This is an optimization exercise on Yosys and OpenROAD, whose aim is small area, not a production implementation. Where RTL was checked, it was by simulation tests only, not by an equivalence proof against the original.

==> run D: inputs <==
==> flow/design.v (excerpt) <==
module mq
     (  
	   MQ_out,
	   word_last_flag,
	   stop,
	   data_valid_pass_reg,
	   flush_over,
	   word_last_valid,
	   bit_enough_to_bpc,
	   one_codeblock_over,
	   PCXD,
	   flush,
	   clk,
	   rst,
	   rst_syn,
	   start_aga,
	   song_require,
	   block_all_bp_over);
Settings: LEC_CHECK=0, ABC_AREA=1, CAP_MARGIN=20, CORE_MARGIN=2, CORE_UTILIZATION=45, PLACE_DENSITY=0.6, SLEW_MARGIN=20; clock period 12.0 ns.
run.sh (not shown) runs the stock make flow with config.mk's settings and CLKGATE_MAP_FILE= SYNTH_SCRIPT=/design/flow/synth_recipe.tcl, a recipe that flattens the netlist after the stock synthesis.
==> inputs of run B, as changes to run D <==
--- a/flow/design.v
+++ b/flow/design.v
@@ -930,261 +930,24 @@
 wire B_eq_ff=(B==8'hff);
 wire B_eq_fe=(B==8'hfe);
 reg [3:0]CT_add_1;
 reg [7:0]B1;
 reg B_add1;
+wire[27:0] C_aux;
+assign C_aux=C_temp<<CT;
+wire ct_ok=(CT!=4'd0)&&(CT<=4'd12);
 always@(*)
   begin
-    CT_add_1=7;B_add1=0;  
-  case(CT)
-    1:if(B_eq_ff) 
-        begin
-          B1=C_temp[26:19]; 
-        end
-      else if(C_temp[26]==1)
-        begin
-          B_add1=1;    
-          if(B_eq_fe)
-            B1={1'b0,C_temp[25:19]};
-          else
-            begin
-              CT_add_1=8;
-              B1=C_temp[25:18];
-            end
-        end
-      else
-        begin
-          CT_add_1=8;
-          B1=C_temp[25:18];
-        end
-    2:if(B_eq_ff) 
-        begin
-          B1=C_temp[25:18]; 
-        end
-      else if(C_temp[25]==1)
-        begin
-          B_add1=1;   
-          if(B_eq_fe)
-            B1={1'b0,C_temp[24:18]};
-          else
-            begin
-              CT_add_1=8;
-              B1=C_temp[24:17];
-            end
-        end
-      else
-        begin
-          CT_add_1=8;
-          B1=C_temp[24:17];
-        end
-    3:if(B_eq_ff) 
-        begin
-          B1=C_temp[24:17]; 
-        end
-      else if(C_temp[24]==1)
-        begin
-          B_add1=1;   
-          if(B_eq_fe)
-            B1={1'b0,C_temp[23:17]};
-          else
-            begin
-              CT_add_1=8;
-              B1=C_temp[23:16];
-            end
-        end
-      else
-        begin
-          CT_add_1=8;
-          B1=C_temp[23:16];
-        end
-    4:if(B_eq_ff) 
-        begin
-          B1=C_temp[23:16]; 
-        end
-      else if(C_temp[23]==1)
-        begin
-          B_add1=1;   
-          if(B_eq_fe)
-            B1={1'b0,C_temp[22:16]};
-          else
-            begin
-              CT_add_1=8;
-              B1=C_temp[22:15];
-            end
-        end
-      else
-        begin
-          CT_add_1=8;
-          B1=C_temp[22:15];
-        end
-    5:if(B_eq_ff) 
-        begin
-          B1=C_temp[22:15]; 
-        end
-      else if(C_temp[22]==1)
-        begin
-          B_add1=1;   
-          if(B_eq_fe)
-            B1={1'b0,C_temp[21:15]};
-          else
-            begin
-              CT_add_1=8;
-              B1=C_temp[21:14];
-            end
-        end
-      else
-        begin
-          CT_add_1=8;
-          B1=C_temp[21:14];
-        end
-    6:if(B_eq_ff) 
-        begin
-          B1=C_temp[21:14]; 
-        end
-      else if(C_temp[21]==1)
-        begin
-          B_add1=1;   
-          if(B_eq_fe)
-            B1={1'b0,C_temp[20:14]};
-          else
-            begin
-              CT_add_1=8;
-              B1=C_temp[20:13];
-            end
-        end
-      else
-        begin
-          CT_add_1=8;
-          B1=C_temp[20:13];
-        end
-    7:if(B_eq_ff) 
-        begin
-          B1=C_temp[20:13]; 
-        end
-      else if(C_temp[20]==1)
-        begin
-          B_add1=1;   
-          if(B_eq_fe)
-            B1={1'b0,C_temp[19:13]};
-          else
-            begin
-              CT_add_1=8;
-              B1=C_temp[19:12];
-            end
-        end
-      else
-        begin
-          CT_add_1=8;
-          B1=C_temp[19:12];
-        end
-    8:if(B_eq_ff) 
-        begin
-          B1=C_temp[19:12]; 
-        end
-      else if(C_temp[19]==1)
-        begin
-          B_add1=1;   
-          if(B_eq_fe)
-            B1={1'b0,C_temp[18:12]};
-          else
-            begin
-              CT_add_1=8;
-              B1=C_temp[18:11];
-            end
-        end
-      else
-        begin
-          CT_add_1=8;
-          B1=C_temp[18:11];
-        end
-    9:if(B_eq_ff) 
-        begin
-          B1=C_temp[18:11]; 
-        end
-      else if(C_temp[18]==1)
-        begin
-          B_add1=1;   
-          if(B_eq_fe)
-            B1={1'b0,C_temp[17:11]};
-          else
-            begin
-              CT_add_1=8;
-              B1=C_temp[17:10];
-            end
-        end
-      else
-        begin
-          CT_add_1=8;
-          B1=C_temp[17:10];
-        end
-    10:if(B_eq_ff) 
-        begin
-          B1=C_temp[17:10]; 
-        end
-      else if(C_temp[17]==1)
-        begin
-          B_add1=1;   
-          if(B_eq_fe)
-            B1={1'b0,C_temp[16:10]};
-          else
-            begin
-              CT_add_1=8;
-              B1=C_temp[16:9];
-            end
-        end
-      else
-        begin
-          CT_add_1=8;
-          B1=C_temp[16:9];
-        end
-    11:if(B_eq_ff) 
-        begin
-          B1=C_temp[16:9]; 
-        end
-      else if(C_temp[16]==1)
-        begin
-          B_add1=1;   
-          if(B_eq_fe)
-            B1={1'b0,C_temp[15:9]};
-          else
-            begin
-              CT_add_1=8;
-              B1=C_temp[15:8];
-            end
-        end
-      else
-        begin
-          CT_add_1=8;
-          B1=C_temp[15:8];
-        end
-    12:if(B_eq_ff) 
-        begin
-          B1=C_temp[15:8]; 
-        end
-      else if(C_temp[15]==1)
-        begin
-          B_add1=1;   
-          if(B_eq_fe)
-            B1={1'b0,C_temp[14:8]};
-          else
-            begin
-              CT_add_1=8;
-              B1=C_temp[14:7];
-            end
-        end
-      else
-        begin
-          CT_add_1=8;
-          B1=C_temp[14:7];
-        end
-     default:
-        begin
-          CT_add_1=4'b0;
-          B_add1=1'b0;
-          B1=8'b0;
-        end 
-  endcase
+    CT_add_1=7;B_add1=0;B1=8'b0;
+    if(!ct_ok) begin CT_add_1=4'b0; B_add1=1'b0; B1=8'b0; end
+    else if(B_eq_ff) B1=C_aux[27:20];
+    else if(C_aux[27]==1) begin
+      B_add1=1;
+      if(B_eq_fe) B1={1'b0,C_aux[26:20]};
+      else begin CT_add_1=8; B1=C_aux[26:19]; end
+    end
+    else begin CT_add_1=8; B1=C_aux[26:19]; end
   end
 wire [4:0]CT_plus_add_1_7=CT+7;
 wire [4:0]CT_plus_add_1_8=CT+8;
 wire SA_st_CT=(count_A0_reg<CT);
 wire Bout_flag_flush;
@@ -1352,23 +1115,20 @@
  else if(sel_mask==2'b10)
 	MASK=MASK_2;
  else 
     MASK=28'b1;
  wire[27:0] C_temp_shift;
- assign C_temp_shift=C_temp<<num_shift;
  wire[27:0] C_temp_shift_fill0;
  assign C_temp_shift_fill0=C_temp_shift&MASK;
  reg[27:0] C_updated_1;
  always @(*)
   if(num_shift==0)
    C_updated_1=C_temp;
   else if(SA_st_CT&&(!flush_delay3)) 
    C_updated_1=C_temp_shift;
   else 
    C_updated_1=C_temp_shift_fill0;
- wire[27:0] C_aux;
- assign C_aux=C_temp<<CT;
 wire[3:0] CT_f_1= CT-count_A0_reg; 
 wire[3:0] CT_f_2_1= CT_plus_add_1_7-num_shift; 
 wire[3:0] CT_f_2_2= CT_plus_add_1_8-num_shift; 
 reg[3:0]CT_f;
 always @(*)
@@ -1496,11 +1256,21 @@
  if(sel_mask_2)
 	MASK_C2=28'b0000000011111111111111111111;
  else 
 	MASK_C2=28'b0000000001111111111111111111;
 wire[27:0] C_updated_2;
-assign C_updated_2=((C_temp_shift_S_2 & MASK_C2) << Sub_2_S_2);
+wire [19:0] s2_mask_s=(sel_mask_S==2'b01)?20'hfffff:(sel_mask_S==2'b10)?20'h7ffff:20'h00001;
+wire [19:0] s2_mask_c2=(sel_mask_2)?20'hfffff:20'h7ffff;
+wire [19:0] s2_mask_c2k=(CT_add_1_S_1[3])?(s2_mask_c2>>8):(CT_add_1_S_1[0])?(s2_mask_c2>>7):s2_mask_c2;
+wire [19:0] s2_z=C_aux_M&s2_mask_s&s2_mask_c2k;
+wire s2_ok=(SA_sub_CT_S_1>=CT_add_1_S_1);
+wire sh_s3=(count_stop==3);
+wire [27:0] sh_in=sh_s3?(s2_ok?{8'b0,s2_z}:28'd0):C_temp;
+wire [3:0] sh_amt=sh_s3?SA_sub_CT_S_1:num_shift;
+wire [27:0] sh_out=sh_in<<sh_amt;
+assign C_temp_shift=sh_out;
+assign C_updated_2=sh_out;
 wire[27:0] C_mux;
 assign C_mux=(count_stop==3)? C_updated_2:C_updated_1;
 reg[27:0] C_sp,C_mrp,C_cp;
  always @(*)
  if((pass3==2'b01)||(flush_en_delay3_sp))
--- a/flow/config.mk
+++ b/flow/config.mk
@@ -7,7 +7,9 @@
 export LEC_CHECK = 0
 export ABC_AREA = 1
 export CAP_MARGIN = 20
 export CORE_MARGIN = 2
 export CORE_UTILIZATION = 45
+export CTS_CLUSTER_DIAMETER = 100
+export CTS_CLUSTER_SIZE = 25
 export PLACE_DENSITY = 0.6
 export SLEW_MARGIN = 20
==> notes <==
- Of run D and run B, run D has the higher critical path depth (gap 2).
- Flip-flop and latch count: run D is lower than run B (4).
- Synthesized cell count: run B is smaller than run D (about 10%).
- Utilization: run D is higher than run B (2.1 points).
- Against run D, the register-to-register slack of run B is higher by 420 ps.
- In run B the count of clock-buffer cells in the layout is lower than in run D, by 81.
- Run B passed the timing, DRC and antenna checks. Run D passed the timing, DRC and antenna checks.
- Against run B, the worst setup slack of run D is worse by 840 ps.
- Between run D and run B, the lower routed wire length is in run B (gap about 17%, measured against run B).
Function not checked in run B: the RTL went through the layout flow alone.

## what the ideal ports hide
How much do the figures lean on ideal ports? The routed layouts below were timed once more, with nothing changed but the port constraints.
Step 1 assumes that a clkbuf_16 drives the clock port and a buf_2 every other input.
Step 2 times the ports against the registers' clock, not the clock port: input delays grow and output delays shrink by t, the midpoint of the rising clock arrivals with the driver on.
Three values: no drivers, after step 1, after step 2; two values: the first two.
run	t, ns	slack for setup (ns)	latest minus earliest clock arrival (ns)
run D	0.758	1.950 / 1.872 / 2.630	0.078 / 0.077
run B	0.748	2.788 / 2.717 / 3.465	0.061 / 0.061
After both steps setup and hold are still met in every run listed.
